This design comes from an exercise in tuning for small area and a short achievable clock period on the open sky130 flow, not from production work.
Where RTL was checked, it was by simulation tests only, not by an equivalence proof against the original.

==> inputs of job 2259 <==
==> flow/design.v (excerpt) <==
module fpu_addmul(
  input  wire        clk,
  input  wire        op,      
  input  wire [31:0] s,
  input  wire [31:0] t,
  output wire [31:0] d
);
export LEC_CHECK = 0
export CAP_MARGIN = 20
export CORE_MARGIN = 2
export CORE_UTILIZATION = 40
export CTS_BUF_LIST = sky130_fd_sc_hd__clkbuf_4 sky130_fd_sc_hd__clkbuf_8
export SLEW_MARGIN = 20
export SYNTH_HIERARCHICAL = 1
export TNS_END_PERCENT = 5
create_clock -name core_clock -period 13.0 [get_ports {clk}]
standard.sh (not shown) runs the stock make flow with config.mk's settings and CLKGATE_MAP_FILE= SYNTH_SCRIPT=/design/flow/synth_recipe.tcl, a recipe that flattens the netlist after the stock synthesis.
==> flow/flow/run.sh <==
#!/bin/bash
set -euo pipefail
export SETUP_SLACK_MARGIN=7
export BUFFER_PORTS_ARGS="-buffer_cell sky130_fd_sc_hd__buf_2"
bash standard.sh > standard.log 2>&1
==> inputs of job 4913, as changes to job 2259 <==
--- a/flow/design.v
+++ b/flow/design.v
@@ -139,17 +139,14 @@
   input  wire        linf,
   input  wire        st1,
   input  wire        st0,
   input  wire        ovf1,
   input  wire        ovf0,
   input  wire        udf,
   input  wire [7:0]  nexp0,
-  input  wire [11:0] none,
-  input  wire [11:0] ntwo,
-  input  wire [10:0] neg,
   output wire        sign,
   output wire [7:0]  e0,
   output wire [25:0] v,        
   output wire [25:0] vsp,      
   output wire        sp_o,
   output wire        rsh,      
   output wire        sta,
@@ -200,14 +197,17 @@
     end
     lzc32 = v3[1] ? {1'b0, p3[7:4]} : {1'b1, p3[3:0]};
   end
 endfunction
 wire [7:0]  eg = g[30:23];
 wire [22:0] mg = g[22:0];
 wire [47:0] ra, rb;
+wire [11:0] none, ntwo;
+wire [10:0] neg;
+benc u_enc(.m(lman), .none(none), .ntwo(ntwo), .neg(neg));
 mul24 u_m(.x(mg), .none(none), .ntwo(ntwo), .neg(neg), .ra(ra), .rb(rb));
 wire [48:0] p_c = skl_carry(ra, rb, 1'b0);
 wire [47:0] p = ra ^ rb ^ p_c[47:0];
 wire psign = g[31] ^ lsign;
 wire g_max = eg == 8'd255;
 wire g_nan = g_max & (mg != 23'd0);
 wire g_inf = g_max & (mg == 23'd0);
@@ -1726,24 +1726,22 @@
   end
 endfunction
 wire [7:0]  es = s[30:23], et = t[30:23];
 wire [22:0] ms = s[22:0],  mt = t[22:0];
 wire [48:0] cmp_c = skl_carry({17'd0, t[30:0]}, {17'd0, ~s[30:0]}, 1'b1);
 wire        sgt = ~cmp_c[31];             
 wire        eqm = s[30:0] == t[30:0];
-wire [48:0] cmp_d = skl_carry({17'd0, s[30:0]}, {17'd0, ~t[30:0]}, 1'b1);
-wire        sge = cmp_d[31];
+wire [31:0] g_a = sgt ? s : t;
 wire [31:0] l_a = sgt ? t : s;
 wire        is_add = s[31] == t[31];
 wire [48:0] dst_c = skl_carry({40'd0, es}, {40'd0, ~et}, 1'b1);
 wire [48:0] dts_c = skl_carry({40'd0, et}, {40'd0, ~es}, 1'b1);
 wire [7:0]  dst = es ^ ~et ^ dst_c[7:0];
 wire [7:0]  dts = et ^ ~es ^ dts_c[7:0];
 wire        ege = dst_c[8];               
-wire [31:0] g_a = {sgt ? s[31] : t[31], ege ? es : et, sge ? ms : mt};
 wire [26:0] l27_st = {2'b01, mt, 2'b00} >> dst[4:0];    
 wire [26:0] l27_ts = {2'b01, ms, 2'b00} >> dts[4:0];    
 wire [26:0] l27_a  = sgt ? l27_st : l27_ts;
 reg [31:0] pos, pot;
 integer j;
 always @* begin
   pos[0] = ms[0];
@@ -1759,28 +1757,24 @@
 always @* begin
   mst1_a = 1'b0;
   mst0_a = 1'b0;
   for (j = 0; j <= 21; j = j + 1) mst1_a = mst1_a | (pos[j] & pot[21-j]);
   for (j = 0; j <= 20; j = j + 1) mst0_a = mst0_a | (pos[j] & pot[20-j]);
 end
 wire [8:0] esum = {1'b0, es} + {1'b0, et};
-wire [11:0] none_a, ntwo_a;
-wire [10:0] neg_a;
-benc u_enc(.m(sge ? mt : ms), .none(none_a), .ntwo(ntwo_a), .neg(neg_a));
 wire s_zero = s[30:0] == 31'd0, t_zero = t[30:0] == 31'd0;
 wire s_nan = (es == 8'd255) & (ms != 23'd0), t_nan = (et == 8'd255) & (mt != 23'd0);
 wire s_inf = (es == 8'd255) & (ms == 23'd0), t_inf = (et == 8'd255) & (mt == 23'd0);
 wire lnan_a = s_nan & t_nan;
 reg         op1, sgt1, big1, lsign1, sticky1, eqm1, add1, cin1, inv1;
 reg         lzero1, lnan1, linf1, mst1_1, mst0_1, ovf1_1, ovf0_1, udf1;
 reg  [31:0] g1;
 reg  [26:0] l27_1;
 reg  [7:0]  nexp0_1;
-reg  [11:0] none1, ntwo1;
-reg  [10:0] neg1;
+reg  [22:0] lm1;
 always @(posedge clk) begin
   op1     <= op;
   sgt1    <= sgt;
   eqm1    <= eqm;
   add1    <= is_add;
   cin1    <= ~is_add;           
   g1      <= g_a;
@@ -1794,35 +1788,32 @@
   linf1   <= (s_inf & (t_inf | t_nan)) | (t_inf & (s_inf | s_nan));
   mst1_1  <= mst1_a;
   mst0_1  <= mst0_a;
   ovf1_1  <= esum >= 9'd381;
   ovf0_1  <= esum >= 9'd382;
   udf1    <= esum < 9'd127;
   nexp0_1 <= esum[7:0] - 8'd127;
-  none1   <= none_a;
-  ntwo1   <= ntwo_a;
-  neg1    <= neg_a;
+  lm1     <= l_a[22:0];
 end
 wire        a_sign, a_rsh, a_sta, a_stb, a_inc, a_rinc, a_infa;
 wire [7:0]  a_e0;
 wire [4:0]  a_esub;
 wire [25:0] a_v, a_vsp;
 wire        a_sp;
 wire        m_sign, m_rsh, m_sta, m_stb, m_ovf;
 wire [7:0]  m_e0;
 wire [25:0] m_v, m_vsp;
 wire        m_sp;
-fadd_core u_add(.g(g1), .is_add(add1), .cin(cin1), .lsign(lsign1), .l27x(l27_1 ^ {27{inv1}}), .lman(l27_1[24:2]), .sticky0(sticky1),
+fadd_core u_add(.g(g1), .is_add(add1), .cin(cin1), .lsign(lsign1), .l27x(l27_1 ^ {27{inv1}}), .lman(lm1), .sticky0(sticky1),
   .big(big1), .eqm(eqm1), .lzero(lzero1), .lnan(lnan1), .linf(linf1),
   .sign(a_sign), .e0(a_e0), .esub(a_esub), .v(a_v), .vsp(a_vsp), .sp(a_sp), .rsh(a_rsh), .sta(a_sta), .stb(a_stb),
   .inc(a_inc), .rinc(a_rinc), .infa(a_infa));
-fmul_core u_mul(.g(g1), .lsign(lsign1), .lman(l27_1[24:2]), .sgt(sgt1),
+fmul_core u_mul(.g(g1), .lsign(lsign1), .lman(lm1), .sgt(sgt1),
   .lzero(lzero1), .lnan(lnan1), .linf(linf1),
   .st1(mst1_1), .st0(mst0_1), .ovf1(ovf1_1), .ovf0(ovf0_1), .udf(udf1), .nexp0(nexp0_1),
-  .none(none1), .ntwo(ntwo1), .neg(neg1),
   .sign(m_sign), .e0(m_e0), .v(m_v), .vsp(m_vsp), .sp_o(m_sp), .rsh(m_rsh), .sta(m_sta), .stb(m_stb), .ovfm(m_ovf));
 wire        sel_m = op1 & ~m_sp, sel_a = ~op1 & ~a_sp;
 reg         sign2, rsh2, sta2, stb2, sub2, inc2, rinc2, infa2, ovfm2, e253_2, e254_2;
 reg  [7:0]  e02;
 reg  [4:0]  esub2;
 reg  [25:0] v2;
 always @(posedge clk) begin
==> inputs of job 1313, as changes to job 2259 <==
--- a/flow/design.v
+++ b/flow/design.v
@@ -1,14 +1,13 @@
 module fadd_core(
   input  wire [31:0] g,
   input  wire        is_add,
   input  wire        cin,      
   input  wire        lsign,
   input  wire [26:0] l27x,
-  input  wire [22:0] lman,     
   input  wire        sticky0,
   input  wire        big,
   input  wire        eqm,      
   input  wire        lzero,
   input  wire        lnan,
   input  wire        linf,
   output wire        sign,
@@ -87,15 +86,15 @@
 wire g_inf = g_max & (mg == 23'd0);
 wire d_zero = ~is_add & eqm;
 reg [31:0] sv;
 reg        special;
 always @* begin
   special = 1'b1;
   sv = g;
-  if (lnan) sv = {lsign, 8'd255, lman};
+  if (lnan) sv = {lsign, 8'd255, l27x[24:2]};
   else if (g_nan) sv = g;
   else if (g_inf & linf) sv = is_add ? {g[31], 8'd255, 23'd0} : 32'h7fc00000;
   else if (g_inf) sv = {g[31], 8'd255, 23'd0};
   else if (lzero | big) sv = g;
   else if (d_zero) sv = 32'd0;
   else special = 1'b0;
 end
@@ -1726,24 +1725,22 @@
   end
 endfunction
 wire [7:0]  es = s[30:23], et = t[30:23];
 wire [22:0] ms = s[22:0],  mt = t[22:0];
 wire [48:0] cmp_c = skl_carry({17'd0, t[30:0]}, {17'd0, ~s[30:0]}, 1'b1);
 wire        sgt = ~cmp_c[31];             
 wire        eqm = s[30:0] == t[30:0];
-wire [48:0] cmp_d = skl_carry({17'd0, s[30:0]}, {17'd0, ~t[30:0]}, 1'b1);
-wire        sge = cmp_d[31];
+wire [31:0] g_a = sgt ? s : t;
 wire [31:0] l_a = sgt ? t : s;
 wire        is_add = s[31] == t[31];
 wire [48:0] dst_c = skl_carry({40'd0, es}, {40'd0, ~et}, 1'b1);
 wire [48:0] dts_c = skl_carry({40'd0, et}, {40'd0, ~es}, 1'b1);
 wire [7:0]  dst = es ^ ~et ^ dst_c[7:0];
 wire [7:0]  dts = et ^ ~es ^ dts_c[7:0];
 wire        ege = dst_c[8];               
-wire [31:0] g_a = {sgt ? s[31] : t[31], ege ? es : et, sge ? ms : mt};
 wire [26:0] l27_st = {2'b01, mt, 2'b00} >> dst[4:0];    
 wire [26:0] l27_ts = {2'b01, ms, 2'b00} >> dts[4:0];    
 wire [26:0] l27_a  = sgt ? l27_st : l27_ts;
 reg [31:0] pos, pot;
 integer j;
 always @* begin
   pos[0] = ms[0];
@@ -1759,67 +1756,67 @@
 always @* begin
   mst1_a = 1'b0;
   mst0_a = 1'b0;
   for (j = 0; j <= 21; j = j + 1) mst1_a = mst1_a | (pos[j] & pot[21-j]);
   for (j = 0; j <= 20; j = j + 1) mst0_a = mst0_a | (pos[j] & pot[20-j]);
 end
 wire [8:0] esum = {1'b0, es} + {1'b0, et};
-wire [11:0] none_a, ntwo_a;
-wire [10:0] neg_a;
-benc u_enc(.m(sge ? mt : ms), .none(none_a), .ntwo(ntwo_a), .neg(neg_a));
+wire [11:0] none_s, ntwo_s, none_t, ntwo_t;
+wire [10:0] neg_s, neg_t;
+benc u_es(.m(ms), .none(none_s), .ntwo(ntwo_s), .neg(neg_s));
+benc u_et(.m(mt), .none(none_t), .ntwo(ntwo_t), .neg(neg_t));
 wire s_zero = s[30:0] == 31'd0, t_zero = t[30:0] == 31'd0;
 wire s_nan = (es == 8'd255) & (ms != 23'd0), t_nan = (et == 8'd255) & (mt != 23'd0);
 wire s_inf = (es == 8'd255) & (ms == 23'd0), t_inf = (et == 8'd255) & (mt == 23'd0);
 wire lnan_a = s_nan & t_nan;
-reg         op1, sgt1, big1, lsign1, sticky1, eqm1, add1, cin1, inv1;
+reg         op1, sgt1, big1, lsign1, sticky1, eqm1, add1, cin1;
 reg         lzero1, lnan1, linf1, mst1_1, mst0_1, ovf1_1, ovf0_1, udf1;
 reg  [31:0] g1;
-reg  [26:0] l27_1;
+reg  [26:0] l27x1;
 reg  [7:0]  nexp0_1;
 reg  [11:0] none1, ntwo1;
 reg  [10:0] neg1;
 always @(posedge clk) begin
   op1     <= op;
   sgt1    <= sgt;
   eqm1    <= eqm;
   add1    <= is_add;
   cin1    <= ~is_add;           
   g1      <= g_a;
   lsign1  <= l_a[31];
-  l27_1   <= l27_a;
-  inv1    <= ~is_add & ~lnan_a;    
+  l27x1   <= (is_add | lnan_a) ? l27_a : ~l27_a;    
   sticky1 <= sticky_a;
   big1    <= ege ? dst > 8'd24 : dts > 8'd24;
   lzero1  <= s_zero | t_zero;
   lnan1   <= lnan_a;
   linf1   <= (s_inf & (t_inf | t_nan)) | (t_inf & (s_inf | s_nan));
   mst1_1  <= mst1_a;
   mst0_1  <= mst0_a;
   ovf1_1  <= esum >= 9'd381;
   ovf0_1  <= esum >= 9'd382;
   udf1    <= esum < 9'd127;
   nexp0_1 <= esum[7:0] - 8'd127;
-  none1   <= none_a;
-  ntwo1   <= ntwo_a;
-  neg1    <= neg_a;
+  none1   <= sgt ? none_t : none_s;
+  ntwo1   <= sgt ? ntwo_t : ntwo_s;
+  neg1    <= sgt ? neg_t  : neg_s;
 end
 wire        a_sign, a_rsh, a_sta, a_stb, a_inc, a_rinc, a_infa;
 wire [7:0]  a_e0;
 wire [4:0]  a_esub;
 wire [25:0] a_v, a_vsp;
 wire        a_sp;
 wire        m_sign, m_rsh, m_sta, m_stb, m_ovf;
 wire [7:0]  m_e0;
 wire [25:0] m_v, m_vsp;
 wire        m_sp;
-fadd_core u_add(.g(g1), .is_add(add1), .cin(cin1), .lsign(lsign1), .l27x(l27_1 ^ {27{inv1}}), .lman(l27_1[24:2]), .sticky0(sticky1),
+fadd_core u_add(.g(g1), .is_add(add1), .cin(cin1), .lsign(lsign1), .l27x(l27x1), .sticky0(sticky1),
   .big(big1), .eqm(eqm1), .lzero(lzero1), .lnan(lnan1), .linf(linf1),
   .sign(a_sign), .e0(a_e0), .esub(a_esub), .v(a_v), .vsp(a_vsp), .sp(a_sp), .rsh(a_rsh), .sta(a_sta), .stb(a_stb),
   .inc(a_inc), .rinc(a_rinc), .infa(a_infa));
-fmul_core u_mul(.g(g1), .lsign(lsign1), .lman(l27_1[24:2]), .sgt(sgt1),
+fmul_core u_mul(.g(g1), .lsign(lsign1), .lman(l27x1[24:2]), .sgt(sgt1),
   .lzero(lzero1), .lnan(lnan1), .linf(linf1),
   .st1(mst1_1), .st0(mst0_1), .ovf1(ovf1_1), .ovf0(ovf0_1), .udf(udf1), .nexp0(nexp0_1),
   .none(none1), .ntwo(ntwo1), .neg(neg1),
   .sign(m_sign), .e0(m_e0), .v(m_v), .vsp(m_vsp), .sp_o(m_sp), .rsh(m_rsh), .sta(m_sta), .stb(m_stb), .ovfm(m_ovf));
 wire        sel_m = op1 & ~m_sp, sel_a = ~op1 & ~a_sp;
 reg         sign2, rsh2, sta2, stb2, sub2, inc2, rinc2, infa2, ovfm2, e253_2, e254_2;
 reg  [7:0]  e02;
- CTS_BUF_LIST: sky130_fd_sc_hd__clkbuf_4 sky130_fd_sc_hd__clkbuf_8 -> default
==> comparison table <==
item	job 4913	job 2259	job 1313
Syn Area/Cell	8.390 um2	8.341 um2	8.469 um2
Result of the run	timing/DRC/antenna clean	timing/DRC/antenna clean	timing/DRC/antenna clean
Crit path buffers/inverters	2	3	3
Multi-input gate area in the final layout	26,710 um2	26,440 um2	26,110 um2
Die area	78,870 um2	80,070 um2	80,930 um2
TAP cells	1,030	1,040	1,040
Share of the yosys chip area belonging to registers	10.19%	10.80%	10.69%
Num sequential	156	168	168
Cell with the most instances on the worst path	sky130_fd_sc_hd__fa_2	sky130_fd_sc_hd__fa_1	-
Clock transition time at the flip-flop clock pins of the worst setup and hold paths	0.10 ns	0.10 ns	0.08 ns
Adder-cell share of the synthesized area	24.45%	25.08%	23.89%
Number of gates resized after CTS	196	83	95
Function not checked in job 2259 and job 4913: the RTL went through the layout flow alone.

==> run R <==
fpu_addmul, a different RTL version from the one above (not shown whole).
==> flow/config.mk <==
export PLATFORM = sky130hd
export DESIGN_NAME = fpu_addmul
export DESIGN_NICKNAME = fpu_addmul
export VERILOG_FILES = /design/flow/design.v
export SDC_FILE = /design/flow/constraint.sdc
export NUM_CORES = 4
export LEC_CHECK = 0
export CAP_MARGIN = 20
export CORE_MARGIN = 2
export CORE_UTILIZATION = 40
export SLEW_MARGIN = 20
export SYNTH_HIERARCHICAL = 1
export TNS_END_PERCENT = 5
==> flow/constraint.sdc <==
create_clock -name core_clock -period 13.0 [get_ports {clk}]
set_input_delay 2.6000 -clock core_clock [delete_from_list [all_inputs] [get_ports {clk}]]
set_output_delay 2.6000 -clock core_clock [all_outputs]
set_load 0.01 [all_outputs]
Scripts as last shown in full above: flow/flow/run.sh
==> run Y (differences from run R) <==
--- a/flow/design.v
+++ b/flow/design.v
@@ -1,23 +1,26 @@
 module fadd_core(
   input  wire [31:0] g,
   input  wire        is_add,
+  input  wire        cin,      
   input  wire        lsign,
   input  wire [26:0] l27x,
   input  wire        sticky0,
   input  wire        big,
   input  wire        eqm,      
   input  wire        lzero,
   input  wire        lnan,
   input  wire        linf,
   output wire        sign,
   output wire [7:0]  e0,
   output wire [4:0]  esub,
-  output wire [25:0] v,
-  output wire        rsh,
+  output wire [25:0] v,        
+  output wire [25:0] vsp,      
+  output wire        sp,
+  output wire        rsh,      
   output wire        sta,
   output wire        stb,
   output wire        inc,
   output wire        rinc,
   output wire        infa
 );
 function [48:0] skl_carry;
@@ -64,15 +67,15 @@
     end
     lzc32 = v3[1] ? {1'b0, p3[7:4]} : {1'b1, p3[3:0]};
   end
 endfunction
 wire [7:0]  eg = g[30:23];
 wire [22:0] mg = g[22:0];
 wire [26:0] g27 = {2'b01, mg, 2'b00};
-wire [48:0] d27_c = skl_carry({21'd0, g27}, {21'd0, l27x}, ~is_add);
+wire [48:0] d27_c = skl_carry({21'd0, g27}, {21'd0, l27x}, cin);
 wire [26:0] d27 = g27 ^ l27x ^ d27_c[26:0];
 wire        sr = d27[26];
 wire        eg0 = eg == 8'd0;
 wire        egs = eg <= 8'd26;
 wire [25:0] capbit = (egs && !eg0) ? (26'd1 << (8'd26 - eg)) : 26'd0;
 wire [4:0]  sl = lzc32({d27[25:0] | capbit, 6'b100000});
 wire [25:0] himask = ~(capbit - 26'd1);
@@ -83,27 +86,29 @@
 wire g_inf = g_max & (mg == 23'd0);
 wire d_zero = ~is_add & eqm;
 reg [31:0] sv;
 reg        special;
 always @* begin
   special = 1'b1;
   sv = g;
-  if (lnan) sv = {lsign, 8'd255, is_add ? l27x[24:2] : ~l27x[24:2]};
+  if (lnan) sv = {lsign, 8'd255, l27x[24:2]};
   else if (g_nan) sv = g;
   else if (g_inf & linf) sv = is_add ? {g[31], 8'd255, 23'd0} : 32'h7fc00000;
   else if (g_inf) sv = {g[31], 8'd255, 23'd0};
   else if (lzero | big) sv = g;
   else if (d_zero) sv = 32'd0;
   else special = 1'b0;
 end
 assign sign = special ? sv[31] : g[31];
 assign e0   = special ? sv[30:23] : (is_add ? eg : (eg0 ? 8'd225 : (capped ? 8'd0 : eg)));
 assign esub = (special | is_add | eg0 | capped) ? 5'd0 : sl;
-assign v    = special ? {1'b0, sv[22:0], 2'b00} : (is_add ? d27[25:0] : {1'b0, wsub});
-assign rsh  = ~special & is_add & sr;
+assign v    = is_add ? d27[25:0] : {1'b0, wsub};
+assign vsp  = {1'b0, sv[22:0], 2'b00};
+assign sp   = special;
+assign rsh  = is_add & sr;
 assign sta  = sticky0;
 assign stb  = sticky0 | d27[0];
 assign inc  = ~special & (is_add | ~capped);
 assign rinc = ~special & is_add;
 assign infa = ~special & is_add;
 endmodule
 module benc(
@@ -138,16 +143,18 @@
   input  wire        udf,
   input  wire [7:0]  nexp0,
   input  wire [11:0] none,
   input  wire [11:0] ntwo,
   input  wire [10:0] neg,
   output wire        sign,
   output wire [7:0]  e0,
-  output wire [25:0] v,
-  output wire        rsh,
+  output wire [25:0] v,        
+  output wire [25:0] vsp,      
+  output wire        sp_o,
+  output wire        rsh,      
   output wire        sta,
   output wire        stb,
   output wire        ovfm
 );
 function [48:0] skl_carry;
   input [47:0] a;
   input [47:0] b;
@@ -206,16 +213,18 @@
 wire nan_l = lnan & ~sgt;
 wire [22:0] nan_m = nan_l ? lman : mg;
 wire sp_inf  = g_inf | linf;
 wire sp_zero = lzero | udf;
 wire sp = g_nan | sp_inf | sp_zero | ovf0;
 assign sign = g_nan ? (nan_l ? lsign : g[31]) : psign;
 assign e0   = (g_nan | sp_inf | (~sp_zero & ovf0)) ? 8'd255 : (sp_zero ? 8'd0 : nexp0);
-assign v    = g_nan ? {2'b01, nan_m[21:0], 2'b00} : (sp ? 26'd0 : p[46:21]);
-assign rsh  = ~sp & p[47];
+assign v    = p[46:21];
+assign vsp  = g_nan ? {2'b01, nan_m[21:0], 2'b00} : 26'd0;
+assign sp_o = sp;
+assign rsh  = p[47];
 assign sta  = st0;
 assign stb  = st1;
 assign ovfm = ~sp & ovf1;
 endmodule
 module mul24(
   input  wire [22:0] x,
   input  wire [11:0] none,
@@ -1727,89 +1736,102 @@
 wire [48:0] dts_c = skl_carry({40'd0, et}, {40'd0, ~es}, 1'b1);
 wire [7:0]  dst = es ^ ~et ^ dst_c[7:0];
 wire [7:0]  dts = et ^ ~es ^ dts_c[7:0];
 wire        ege = dst_c[8];               
 wire [26:0] l27_st = {2'b01, mt, 2'b00} >> dst[4:0];    
 wire [26:0] l27_ts = {2'b01, ms, 2'b00} >> dts[4:0];    
 wire [26:0] l27_a  = sgt ? l27_st : l27_ts;
-wire [31:0] msr, mtr;
-genvar k;
-generate for (k = 0; k < 23; k = k + 1) begin : rev
-  assign msr[31-k] = ms[k];
-  assign mtr[31-k] = mt[k];
-end endgenerate
-assign msr[8:0] = 9'h100;
-assign mtr[8:0] = 9'h100;
-wire [4:0] tzs = lzc32(msr);
-wire [4:0] tzt = lzc32(mtr);
-wire       sticky_a = ege ? ({3'b0, tzt} + 8'd3) <= dst : ({3'b0, tzs} + 8'd3) <= dts;
-wire [5:0] tzp = {1'b0, tzs} + {1'b0, tzt};
+reg [31:0] pos, pot;
+integer j;
+always @* begin
+  pos[0] = ms[0];
+  pot[0] = mt[0];
+  for (j = 1; j < 32; j = j + 1) begin
+    pos[j] = (j >= 23) | pos[j-1] | ms[j < 23 ? j : 0];
+    pot[j] = (j >= 23) | pot[j-1] | mt[j < 23 ? j : 0];
+  end
+end
+wire [31:0] qs = {pos[28:0], 3'b000}, qt = {pot[28:0], 3'b000};
+wire       sticky_a = ege ? qt[dst[4:0]] : qs[dts[4:0]];
+reg mst1_a, mst0_a;
+always @* begin
+  mst1_a = 1'b0;
+  mst0_a = 1'b0;
+  for (j = 0; j <= 21; j = j + 1) mst1_a = mst1_a | (pos[j] & pot[21-j]);
+  for (j = 0; j <= 20; j = j + 1) mst0_a = mst0_a | (pos[j] & pot[20-j]);
+end
 wire [8:0] esum = {1'b0, es} + {1'b0, et};
-wire [11:0] none_a, ntwo_a;
-wire [10:0] neg_a;
-benc u_enc(.m(l_a[22:0]), .none(none_a), .ntwo(ntwo_a), .neg(neg_a));
+wire [11:0] none_s, ntwo_s, none_t, ntwo_t;
+wire [10:0] neg_s, neg_t;
+benc u_es(.m(ms), .none(none_s), .ntwo(ntwo_s), .neg(neg_s));
+benc u_et(.m(mt), .none(none_t), .ntwo(ntwo_t), .neg(neg_t));
 wire s_zero = s[30:0] == 31'd0, t_zero = t[30:0] == 31'd0;
 wire s_nan = (es == 8'd255) & (ms != 23'd0), t_nan = (et == 8'd255) & (mt != 23'd0);
 wire s_inf = (es == 8'd255) & (ms == 23'd0), t_inf = (et == 8'd255) & (mt == 23'd0);
-reg         op1, sgt1, big1, lsign1, sticky1, eqm1, add1;
+wire lnan_a = s_nan & t_nan;
+reg         op1, sgt1, big1, lsign1, sticky1, eqm1, add1, cin1;
 reg         lzero1, lnan1, linf1, mst1_1, mst0_1, ovf1_1, ovf0_1, udf1;
 reg  [31:0] g1;
 reg  [26:0] l27x1;
 reg  [7:0]  nexp0_1;
 reg  [11:0] none1, ntwo1;
 reg  [10:0] neg1;
 always @(posedge clk) begin
   op1     <= op;
   sgt1    <= sgt;
   eqm1    <= eqm;
   add1    <= is_add;
+  cin1    <= ~is_add;           
   g1      <= g_a;
   lsign1  <= l_a[31];
-  l27x1   <= is_add ? l27_a : ~l27_a;
+  l27x1   <= (is_add | lnan_a) ? l27_a : ~l27_a;    
   sticky1 <= sticky_a;
   big1    <= ege ? dst > 8'd24 : dts > 8'd24;
-  lzero1  <= sgt ? t_zero : s_zero;
-  lnan1   <= sgt ? t_nan  : s_nan;
-  linf1   <= sgt ? t_inf  : s_inf;
-  mst1_1  <= tzp < 6'd22;    
-  mst0_1  <= tzp < 6'd21;    
+  lzero1  <= s_zero | t_zero;
+  lnan1   <= lnan_a;
+  linf1   <= (s_inf & (t_inf | t_nan)) | (t_inf & (s_inf | s_nan));
+  mst1_1  <= mst1_a;
+  mst0_1  <= mst0_a;
   ovf1_1  <= esum >= 9'd381;
   ovf0_1  <= esum >= 9'd382;
   udf1    <= esum < 9'd127;
   nexp0_1 <= esum[7:0] - 8'd127;
-  none1   <= none_a;
-  ntwo1   <= ntwo_a;
-  neg1    <= neg_a;
+  none1   <= sgt ? none_t : none_s;
+  ntwo1   <= sgt ? ntwo_t : ntwo_s;
+  neg1    <= sgt ? neg_t  : neg_s;
 end
 wire        a_sign, a_rsh, a_sta, a_stb, a_inc, a_rinc, a_infa;
 wire [7:0]  a_e0;
 wire [4:0]  a_esub;
-wire [25:0] a_v;
+wire [25:0] a_v, a_vsp;
+wire        a_sp;
 wire        m_sign, m_rsh, m_sta, m_stb, m_ovf;
 wire [7:0]  m_e0;
-wire [25:0] m_v;
-fadd_core u_add(.g(g1), .is_add(add1), .lsign(lsign1), .l27x(l27x1), .sticky0(sticky1),
+wire [25:0] m_v, m_vsp;
+wire        m_sp;
+fadd_core u_add(.g(g1), .is_add(add1), .cin(cin1), .lsign(lsign1), .l27x(l27x1), .sticky0(sticky1),
   .big(big1), .eqm(eqm1), .lzero(lzero1), .lnan(lnan1), .linf(linf1),
-  .sign(a_sign), .e0(a_e0), .esub(a_esub), .v(a_v), .rsh(a_rsh), .sta(a_sta), .stb(a_stb),
+  .sign(a_sign), .e0(a_e0), .esub(a_esub), .v(a_v), .vsp(a_vsp), .sp(a_sp), .rsh(a_rsh), .sta(a_sta), .stb(a_stb),
   .inc(a_inc), .rinc(a_rinc), .infa(a_infa));
-fmul_core u_mul(.g(g1), .lsign(lsign1), .lman(add1 ? l27x1[24:2] : ~l27x1[24:2]), .sgt(sgt1),
+fmul_core u_mul(.g(g1), .lsign(lsign1), .lman(l27x1[24:2]), .sgt(sgt1),
   .lzero(lzero1), .lnan(lnan1), .linf(linf1),
   .st1(mst1_1), .st0(mst0_1), .ovf1(ovf1_1), .ovf0(ovf0_1), .udf(udf1), .nexp0(nexp0_1),
   .none(none1), .ntwo(ntwo1), .neg(neg1),
-  .sign(m_sign), .e0(m_e0), .v(m_v), .rsh(m_rsh), .sta(m_sta), .stb(m_stb), .ovfm(m_ovf));
+  .sign(m_sign), .e0(m_e0), .v(m_v), .vsp(m_vsp), .sp_o(m_sp), .rsh(m_rsh), .sta(m_sta), .stb(m_stb), .ovfm(m_ovf));
+wire        sel_m = op1 & ~m_sp, sel_a = ~op1 & ~a_sp;
 reg         sign2, rsh2, sta2, stb2, sub2, inc2, rinc2, infa2, ovfm2, e253_2, e254_2;
 reg  [7:0]  e02;
 reg  [4:0]  esub2;
 reg  [25:0] v2;
 always @(posedge clk) begin
   sign2 <= op1 ? m_sign : a_sign;
   e02   <= op1 ? m_e0   : a_e0;
   esub2 <= op1 ? 5'd0   : a_esub;
-  v2    <= op1 ? m_v    : a_v;
-  rsh2  <= op1 ? m_rsh  : a_rsh;
+  v2    <= ({26{sel_m}} & m_v) | ({26{sel_a}} & a_v) | (op1 ? m_vsp : (a_sp ? a_vsp : 26'd0));
+  rsh2  <= (sel_m & m_rsh) | (sel_a & a_rsh);
   sta2  <= op1 ? m_sta  : a_sta;
   stb2  <= op1 ? m_stb  : a_stb;
   sub2  <= ~op1 & ~add1;
   inc2  <= ~op1 & a_inc;
   rinc2 <= op1 | a_rinc;
   infa2 <= ~op1 & a_infa;
   ovfm2 <= op1 & m_ovf;
CAP_MARGIN = 5   (was 20)
CTS_BUF_LIST = sky130_fd_sc_hd__clkbuf_4 sky130_fd_sc_hd__clkbuf_8   (was not set)
SLEW_MARGIN = 5   (was 20)
==> run A (differences from run R) <==
--- a/flow/design.v
+++ b/flow/design.v
@@ -1,23 +1,26 @@
 module fadd_core(
   input  wire [31:0] g,
   input  wire        is_add,
+  input  wire        cin,      
   input  wire        lsign,
   input  wire [26:0] l27x,
   input  wire        sticky0,
   input  wire        big,
   input  wire        eqm,      
   input  wire        lzero,
   input  wire        lnan,
   input  wire        linf,
   output wire        sign,
   output wire [7:0]  e0,
   output wire [4:0]  esub,
-  output wire [25:0] v,
-  output wire        rsh,
+  output wire [25:0] v,        
+  output wire [25:0] vsp,      
+  output wire        sp,
+  output wire        rsh,      
   output wire        sta,
   output wire        stb,
   output wire        inc,
   output wire        rinc,
   output wire        infa
 );
 function [48:0] skl_carry;
@@ -64,15 +67,15 @@
     end
     lzc32 = v3[1] ? {1'b0, p3[7:4]} : {1'b1, p3[3:0]};
   end
 endfunction
 wire [7:0]  eg = g[30:23];
 wire [22:0] mg = g[22:0];
 wire [26:0] g27 = {2'b01, mg, 2'b00};
-wire [48:0] d27_c = skl_carry({21'd0, g27}, {21'd0, l27x}, ~is_add);
+wire [48:0] d27_c = skl_carry({21'd0, g27}, {21'd0, l27x}, cin);
 wire [26:0] d27 = g27 ^ l27x ^ d27_c[26:0];
 wire        sr = d27[26];
 wire        eg0 = eg == 8'd0;
 wire        egs = eg <= 8'd26;
 wire [25:0] capbit = (egs && !eg0) ? (26'd1 << (8'd26 - eg)) : 26'd0;
 wire [4:0]  sl = lzc32({d27[25:0] | capbit, 6'b100000});
 wire [25:0] himask = ~(capbit - 26'd1);
@@ -83,27 +86,29 @@
 wire g_inf = g_max & (mg == 23'd0);
 wire d_zero = ~is_add & eqm;
 reg [31:0] sv;
 reg        special;
 always @* begin
   special = 1'b1;
   sv = g;
-  if (lnan) sv = {lsign, 8'd255, is_add ? l27x[24:2] : ~l27x[24:2]};
+  if (lnan) sv = {lsign, 8'd255, l27x[24:2]};
   else if (g_nan) sv = g;
   else if (g_inf & linf) sv = is_add ? {g[31], 8'd255, 23'd0} : 32'h7fc00000;
   else if (g_inf) sv = {g[31], 8'd255, 23'd0};
   else if (lzero | big) sv = g;
   else if (d_zero) sv = 32'd0;
   else special = 1'b0;
 end
 assign sign = special ? sv[31] : g[31];
 assign e0   = special ? sv[30:23] : (is_add ? eg : (eg0 ? 8'd225 : (capped ? 8'd0 : eg)));
 assign esub = (special | is_add | eg0 | capped) ? 5'd0 : sl;
-assign v    = special ? {1'b0, sv[22:0], 2'b00} : (is_add ? d27[25:0] : {1'b0, wsub});
-assign rsh  = ~special & is_add & sr;
+assign v    = is_add ? d27[25:0] : {1'b0, wsub};
+assign vsp  = {1'b0, sv[22:0], 2'b00};
+assign sp   = special;
+assign rsh  = is_add & sr;
 assign sta  = sticky0;
 assign stb  = sticky0 | d27[0];
 assign inc  = ~special & (is_add | ~capped);
 assign rinc = ~special & is_add;
 assign infa = ~special & is_add;
 endmodule
 module benc(
@@ -138,16 +143,18 @@
   input  wire        udf,
   input  wire [7:0]  nexp0,
   input  wire [11:0] none,
   input  wire [11:0] ntwo,
   input  wire [10:0] neg,
   output wire        sign,
   output wire [7:0]  e0,
-  output wire [25:0] v,
-  output wire        rsh,
+  output wire [25:0] v,        
+  output wire [25:0] vsp,      
+  output wire        sp_o,
+  output wire        rsh,      
   output wire        sta,
   output wire        stb,
   output wire        ovfm
 );
 function [48:0] skl_carry;
   input [47:0] a;
   input [47:0] b;
@@ -206,16 +213,18 @@
 wire nan_l = lnan & ~sgt;
 wire [22:0] nan_m = nan_l ? lman : mg;
 wire sp_inf  = g_inf | linf;
 wire sp_zero = lzero | udf;
 wire sp = g_nan | sp_inf | sp_zero | ovf0;
 assign sign = g_nan ? (nan_l ? lsign : g[31]) : psign;
 assign e0   = (g_nan | sp_inf | (~sp_zero & ovf0)) ? 8'd255 : (sp_zero ? 8'd0 : nexp0);
-assign v    = g_nan ? {2'b01, nan_m[21:0], 2'b00} : (sp ? 26'd0 : p[46:21]);
-assign rsh  = ~sp & p[47];
+assign v    = p[46:21];
+assign vsp  = g_nan ? {2'b01, nan_m[21:0], 2'b00} : 26'd0;
+assign sp_o = sp;
+assign rsh  = p[47];
 assign sta  = st0;
 assign stb  = st1;
 assign ovfm = ~sp & ovf1;
 endmodule
 module mul24(
   input  wire [22:0] x,
   input  wire [11:0] none,
@@ -1727,89 +1736,102 @@
 wire [48:0] dts_c = skl_carry({40'd0, et}, {40'd0, ~es}, 1'b1);
 wire [7:0]  dst = es ^ ~et ^ dst_c[7:0];
 wire [7:0]  dts = et ^ ~es ^ dts_c[7:0];
 wire        ege = dst_c[8];               
 wire [26:0] l27_st = {2'b01, mt, 2'b00} >> dst[4:0];    
 wire [26:0] l27_ts = {2'b01, ms, 2'b00} >> dts[4:0];    
 wire [26:0] l27_a  = sgt ? l27_st : l27_ts;
-wire [31:0] msr, mtr;
-genvar k;
-generate for (k = 0; k < 23; k = k + 1) begin : rev
-  assign msr[31-k] = ms[k];
-  assign mtr[31-k] = mt[k];
-end endgenerate
-assign msr[8:0] = 9'h100;
-assign mtr[8:0] = 9'h100;
-wire [4:0] tzs = lzc32(msr);
-wire [4:0] tzt = lzc32(mtr);
-wire       sticky_a = ege ? ({3'b0, tzt} + 8'd3) <= dst : ({3'b0, tzs} + 8'd3) <= dts;
-wire [5:0] tzp = {1'b0, tzs} + {1'b0, tzt};
+reg [31:0] pos, pot;
+integer j;
+always @* begin
+  pos[0] = ms[0];
+  pot[0] = mt[0];
+  for (j = 1; j < 32; j = j + 1) begin
+    pos[j] = (j >= 23) | pos[j-1] | ms[j < 23 ? j : 0];
+    pot[j] = (j >= 23) | pot[j-1] | mt[j < 23 ? j : 0];
+  end
+end
+wire [31:0] qs = {pos[28:0], 3'b000}, qt = {pot[28:0], 3'b000};
+wire       sticky_a = ege ? qt[dst[4:0]] : qs[dts[4:0]];
+reg mst1_a, mst0_a;
+always @* begin
+  mst1_a = 1'b0;
+  mst0_a = 1'b0;
+  for (j = 0; j <= 21; j = j + 1) mst1_a = mst1_a | (pos[j] & pot[21-j]);
+  for (j = 0; j <= 20; j = j + 1) mst0_a = mst0_a | (pos[j] & pot[20-j]);
+end
 wire [8:0] esum = {1'b0, es} + {1'b0, et};
-wire [11:0] none_a, ntwo_a;
-wire [10:0] neg_a;
-benc u_enc(.m(l_a[22:0]), .none(none_a), .ntwo(ntwo_a), .neg(neg_a));
+wire [11:0] none_s, ntwo_s, none_t, ntwo_t;
+wire [10:0] neg_s, neg_t;
+benc u_es(.m(ms), .none(none_s), .ntwo(ntwo_s), .neg(neg_s));
+benc u_et(.m(mt), .none(none_t), .ntwo(ntwo_t), .neg(neg_t));
 wire s_zero = s[30:0] == 31'd0, t_zero = t[30:0] == 31'd0;
 wire s_nan = (es == 8'd255) & (ms != 23'd0), t_nan = (et == 8'd255) & (mt != 23'd0);
 wire s_inf = (es == 8'd255) & (ms == 23'd0), t_inf = (et == 8'd255) & (mt == 23'd0);
-reg         op1, sgt1, big1, lsign1, sticky1, eqm1, add1;
+wire lnan_a = s_nan & t_nan;
+reg         op1, sgt1, big1, lsign1, sticky1, eqm1, add1, cin1;
 reg         lzero1, lnan1, linf1, mst1_1, mst0_1, ovf1_1, ovf0_1, udf1;
 reg  [31:0] g1;
 reg  [26:0] l27x1;
 reg  [7:0]  nexp0_1;
 reg  [11:0] none1, ntwo1;
 reg  [10:0] neg1;
 always @(posedge clk) begin
   op1     <= op;
   sgt1    <= sgt;
   eqm1    <= eqm;
   add1    <= is_add;
+  cin1    <= ~is_add;           
   g1      <= g_a;
   lsign1  <= l_a[31];
-  l27x1   <= is_add ? l27_a : ~l27_a;
+  l27x1   <= (is_add | lnan_a) ? l27_a : ~l27_a;    
   sticky1 <= sticky_a;
   big1    <= ege ? dst > 8'd24 : dts > 8'd24;
-  lzero1  <= sgt ? t_zero : s_zero;
-  lnan1   <= sgt ? t_nan  : s_nan;
-  linf1   <= sgt ? t_inf  : s_inf;
-  mst1_1  <= tzp < 6'd22;    
-  mst0_1  <= tzp < 6'd21;    
+  lzero1  <= s_zero | t_zero;
+  lnan1   <= lnan_a;
+  linf1   <= (s_inf & (t_inf | t_nan)) | (t_inf & (s_inf | s_nan));
+  mst1_1  <= mst1_a;
+  mst0_1  <= mst0_a;
   ovf1_1  <= esum >= 9'd381;
   ovf0_1  <= esum >= 9'd382;
   udf1    <= esum < 9'd127;
   nexp0_1 <= esum[7:0] - 8'd127;
-  none1   <= none_a;
-  ntwo1   <= ntwo_a;
-  neg1    <= neg_a;
+  none1   <= sgt ? none_t : none_s;
+  ntwo1   <= sgt ? ntwo_t : ntwo_s;
+  neg1    <= sgt ? neg_t  : neg_s;
 end
 wire        a_sign, a_rsh, a_sta, a_stb, a_inc, a_rinc, a_infa;
 wire [7:0]  a_e0;
 wire [4:0]  a_esub;
-wire [25:0] a_v;
+wire [25:0] a_v, a_vsp;
+wire        a_sp;
 wire        m_sign, m_rsh, m_sta, m_stb, m_ovf;
 wire [7:0]  m_e0;
-wire [25:0] m_v;
-fadd_core u_add(.g(g1), .is_add(add1), .lsign(lsign1), .l27x(l27x1), .sticky0(sticky1),
+wire [25:0] m_v, m_vsp;
+wire        m_sp;
+fadd_core u_add(.g(g1), .is_add(add1), .cin(cin1), .lsign(lsign1), .l27x(l27x1), .sticky0(sticky1),
   .big(big1), .eqm(eqm1), .lzero(lzero1), .lnan(lnan1), .linf(linf1),
-  .sign(a_sign), .e0(a_e0), .esub(a_esub), .v(a_v), .rsh(a_rsh), .sta(a_sta), .stb(a_stb),
+  .sign(a_sign), .e0(a_e0), .esub(a_esub), .v(a_v), .vsp(a_vsp), .sp(a_sp), .rsh(a_rsh), .sta(a_sta), .stb(a_stb),
   .inc(a_inc), .rinc(a_rinc), .infa(a_infa));
-fmul_core u_mul(.g(g1), .lsign(lsign1), .lman(add1 ? l27x1[24:2] : ~l27x1[24:2]), .sgt(sgt1),
+fmul_core u_mul(.g(g1), .lsign(lsign1), .lman(l27x1[24:2]), .sgt(sgt1),
   .lzero(lzero1), .lnan(lnan1), .linf(linf1),
   .st1(mst1_1), .st0(mst0_1), .ovf1(ovf1_1), .ovf0(ovf0_1), .udf(udf1), .nexp0(nexp0_1),
   .none(none1), .ntwo(ntwo1), .neg(neg1),
-  .sign(m_sign), .e0(m_e0), .v(m_v), .rsh(m_rsh), .sta(m_sta), .stb(m_stb), .ovfm(m_ovf));
+  .sign(m_sign), .e0(m_e0), .v(m_v), .vsp(m_vsp), .sp_o(m_sp), .rsh(m_rsh), .sta(m_sta), .stb(m_stb), .ovfm(m_ovf));
+wire        sel_m = op1 & ~m_sp, sel_a = ~op1 & ~a_sp;
 reg         sign2, rsh2, sta2, stb2, sub2, inc2, rinc2, infa2, ovfm2, e253_2, e254_2;
 reg  [7:0]  e02;
 reg  [4:0]  esub2;
 reg  [25:0] v2;
 always @(posedge clk) begin
   sign2 <= op1 ? m_sign : a_sign;
   e02   <= op1 ? m_e0   : a_e0;
   esub2 <= op1 ? 5'd0   : a_esub;
-  v2    <= op1 ? m_v    : a_v;
-  rsh2  <= op1 ? m_rsh  : a_rsh;
+  v2    <= ({26{sel_m}} & m_v) | ({26{sel_a}} & a_v) | (op1 ? m_vsp : (a_sp ? a_vsp : 26'd0));
+  rsh2  <= (sel_m & m_rsh) | (sel_a & a_rsh);
   sta2  <= op1 ? m_sta  : a_sta;
   stb2  <= op1 ? m_stb  : a_stb;
   sub2  <= ~op1 & ~add1;
   inc2  <= ~op1 & a_inc;
   rinc2 <= op1 | a_rinc;
   infa2 <= ~op1 & a_infa;
   ovfm2 <= op1 & m_ovf;
CTS_BUF_LIST = sky130_fd_sc_hd__clkbuf_4 sky130_fd_sc_hd__clkbuf_8   (was not set)
TNS_END_PERCENT = not set   (was 5)
==> flow_metrics.tcl <==
set metrics [dict create \
    reg2regPathDepth 19 \
    fillers 7629 \
    wl_mm 122 \
    status "finished clean" \
]
[end of results for run R]
==> flow_metrics.tcl <==
set metrics [dict create \
    status "finished clean" \
    period_share_pct 45.5 \
    rr_startpoint "g1[16]" \
    wl_mm 118 \
    fillers 7685 \
    reg2regPathDepth 19 \
]
[end of results for run A]
==> flow_metrics.tcl <==
set metrics [dict create \
    wl_mm 117 \
    status "finished clean" \
    reg2regPathDepth 21 \
    synth_fa_ha_area_share_pct 23.9 \
    multiInputGateArea_mm2 0.0261 \
    placedCellCount 4660 \
    grt_use_met3_pct 6.58 \
]
[end of results for run Y]
Function not checked in run R: the RTL went through the layout flow alone.

-- static timing again, ports no longer ideal --
The flow's constraints put no driver on any port. The routed layouts listed below were extracted and timed again, unchanged, in two steps.
Step 1: set_driving_cell puts a clkbuf_16 on clk and a buf_2 on each other input, an assumption about the parent block.
Step 2 moves the port delays by t, midway between the first and last clock arrival at a register: inputs arrive t later, outputs are due t later. That takes back most of the time a late clock gives input paths.
Three values: ideal, step 1, step 2; two values: the first two.
| run | shift t [ns] | setup WS [ns] | worst register clock-pin slew, ns | worst data-port slew with drivers (ns) | pins driven straight from the clock port |
|---|---|---|---|---|---|
| job 2259 | 0.544 | 7.031 / 7.031 / 6.775 | 0.11 / 0.11 | 0.09 | 1 |
| job 4913 | 0.560 | 6.833 / 6.833 / 6.627 | 0.11 / 0.11 | 0.06 | 1 |
| job 1313 | 0.512 | 6.899 / 6.831 / 6.761 | 0.08 / 0.08 | 0.08 | 1 |
| run R | 0.534 | 6.856 / 6.856 / 6.545 | 0.08 / 0.08 | 0.07 | 1 |
| run Y | 0.566 | 6.990 / 6.936 / 6.678 | 0.11 / 0.11 | 0.08 | 1 |
| run A | 0.558 | 7.081 / 7.068 / 6.738 | 0.11 / 0.11 | 0.08 | 1 |
After both steps setup and hold are still met in every run listed. For run A, which loses most, drivers alone change the setup slack by -0.013 ns; drivers and shift together by -0.343 ns.
